Background: an optimization exercise with open tools, aiming at small area and a short achievable clock period. Do not read the settings as production practice.
The RTL was checked by simulation tests, not by an equivalence proof against the original design.

// DP4_pipe
module DP4_pipe(
    mode, clk, reset,
    a, b, c, d, e, f, g, h,
    DP4
);
For scale: ~11000 cells after synthesis, ~600 flip-flops.
Settings: LEC_CHECK=0, CAP_MARGIN=20, CORE_MARGIN=2, CORE_UTILIZATION=40, PLACE_DENSITY=0.6, SETUP_SLACK_MARGIN=3.5, SLEW_MARGIN=20, SYNTH_HIERARCHICAL=1, SYNTH_MINIMUM_KEEP_SIZE=0; clock period 8.8 ns.
run.sh (not shown) runs the stock make flow with config.mk's settings and CLKGATE_MAP_FILE= SYNTH_SCRIPT=/design/flow/synth_recipe.tcl, a recipe that flattens the netlist after the stock synthesis.
==> next run, changes <==
- SETUP_SLACK_MARGIN: 3.5 -> 5.0
Synthesized area is unchanged.
First-iteration DRC count falls slightly.
Utilization rises by 2.0 points.
Design area rises by a few percent.

========
Another version of the RTL of DP4_pipe (not shown whole).
Size in the first run: about 610 flip-flops, ~290 I/O pins, ~0.10 sq mm of cells after synthesis.
Settings: LEC_CHECK=0, CAP_MARGIN=0, CORE_MARGIN=2, CORE_UTILIZATION=48, PLACE_DENSITY=0.65, SETUP_SLACK_MARGIN=3.0, SLEW_MARGIN=0, SYNTH_HIERARCHICAL=1, SYNTH_MINIMUM_KEEP_SIZE=0; clock period 8.8 ns.
Then changed:
- CORE_UTILIZATION: 48 -> 40
- PLACE_DENSITY: 0.65 -> 0.6
- SETUP_SLACK_MARGIN: 3.0 -> 2.6
What happened:
- The changed run went through all stages and came out clean
- clock skew came out lower by 0.0044 ns
- non-clock buffer count came out lower by 215
- critical path depth came out lower by 2
- setup slack loses 0.25 ns
Then changed:
- CAP_MARGIN: 0 -> 20
- SETUP_SLACK_MARGIN: 2.6 -> 3.3
- SLEW_MARGIN: 0 -> 20
Effect: Worst setup slack improves by 0.41 ns. Final area went up by 11%. Clock-buffer cell count went down by 11. Routed wire length went up by 9.1%. Die area does not change.
Then changed:
- CAP_MARGIN: 20 -> 0
- SETUP_SLACK_MARGIN: 3.3 -> 3.0
- SLEW_MARGIN: 20 -> 0
Effect:
- The changed run finished clean
- worst setup slack gets worse by 0.11 ns
- design area shrinks by a few percent
- sequential share of layout area climbs by 0.42 points
- via count goes down by a few percent
- register-to-register slack degrades by 0.11 ns
- die area does not change
- clock-buffer cell count went up by 3
- flip-flop and latch count stays the same
- non-clock buffer count came out lower by 195
- critical path depth stays the same

========
Another version of the RTL of DP4_pipe (not shown whole).
Size in the first run: ~100,000 um^2 of cells after synthesis.
make LEC_CHECK=0 CAP_MARGIN=20 CORE_MARGIN=2 CORE_UTILIZATION=40 PLACE_DENSITY=0.6 SLEW_MARGIN=20 SYNTH_HIERARCHICAL=1 SYNTH_MINIMUM_KEEP_SIZE=0 finish   # period 8.8 ns
Next try:
Settings changed: SETUP_SLACK_MARGIN set to 3.0.
Outcome: The new run finished clean. Cell count is higher slightly. Routed wire length hardly moves. Final area is higher by a few percent. Core utilization is higher by 2.2 points. Synthesized cell count does not change. Synthesized area does not change. Die area stays the same.

========
== v29 ==
DP4_pipe with an RTL version that a note above also has.
Size: about 10,000 cells after synthesis, roughly 610 flip-flops, ~290 I/O pins.
export LEC_CHECK = 0
export CAP_MARGIN = 20
export CORE_MARGIN = 2
export CORE_UTILIZATION = 40
export PLACE_DENSITY = 0.6
export SETUP_SLACK_MARGIN = 3.0
export SLEW_MARGIN = 20
export SYNTH_HIERARCHICAL = 1
export SYNTH_MINIMUM_KEEP_SIZE = 0
create_clock -name core_clock -period 8.8 [get_ports {clk}]
Changes in v47 relative to v29:
- changing SLEW_MARGIN from 20 to 0
- changing CAP_MARGIN from 20 to 0
- changing SETUP_SLACK_MARGIN from 3.0 to 2.4
### Flow results
- Taking v29 as the reference, in v47 via count fell 3,321, largest net degree at the start of global routing fell about 25%, multi-input combinational area share rose 3.2 points.
- Delay of the slowest cell on the worst path is higher on v47
- v47 ends up with lower design area than v29 does.
- Comparing v29 and v47, the lower global routing usage on met2 is on v47.
- Against v29, v47 comes in 5 lower on critical path depth.
Input-level comparison between v40 and v47:
- a change of SETUP_SLACK_MARGIN from 2.4 to 2.8
==> notes.md <==
- Compared to v47, the router laid down more metal wire for v40.
- v40 vs. v47: fraction of met1 tracks used by global routing saw a decrease, post-CTS setup buffer count increased by 4 relative to the old numbers, combined flip-flop and latch cell area increased about 1.8%.

-- static timing again, ports no longer ideal --
The results above use ideal ports. As a check the final layouts listed here were re-extracted and re-timed, cells and wires unchanged.
Step 1: set_driving_cell puts a clkbuf_16 on clk and a buf_2 on each other input, an assumption about the parent block.
Step 2 moves the port delays by t, midway between the first and last clock arrival at a register: inputs arrive t later, outputs are due t later. That takes back most of the time a late clock gives input paths.
Slacks: ideal ports / drivers / drivers and shift; pairs: ideal ports / drivers.
run	shift t [ns]	setup WS [ns]	worst setup path at the end
the first run of note 1	0.845	3.172 / 3.172 / 3.172	register to register
the second run of note 1	0.845	3.286 / 3.286 / 3.286	register to register
the first run of note 2	0.803	2.990 / 2.990 / 2.990	register to register
the second run of note 2	0.827	2.742 / 2.742 / 2.742	register to register
the third run of note 2	0.849	3.154 / 3.154 / 3.154	register to register
the fourth run of note 2	0.833	3.044 / 3.044 / 3.044	register to register
the first run of note 3	0.790	1.551 / 1.551 / 1.551	register to register
the second run of note 3	0.806	3.050 / 3.050 / 3.050	register to register
v29	0.827	3.077 / 3.077 / 3.077	register to register
v47	0.827	2.477 / 2.477 / 2.477	register to register
v40	0.840	2.890 / 2.841 / 2.890	register to register
After both steps every run listed still meets setup and hold.
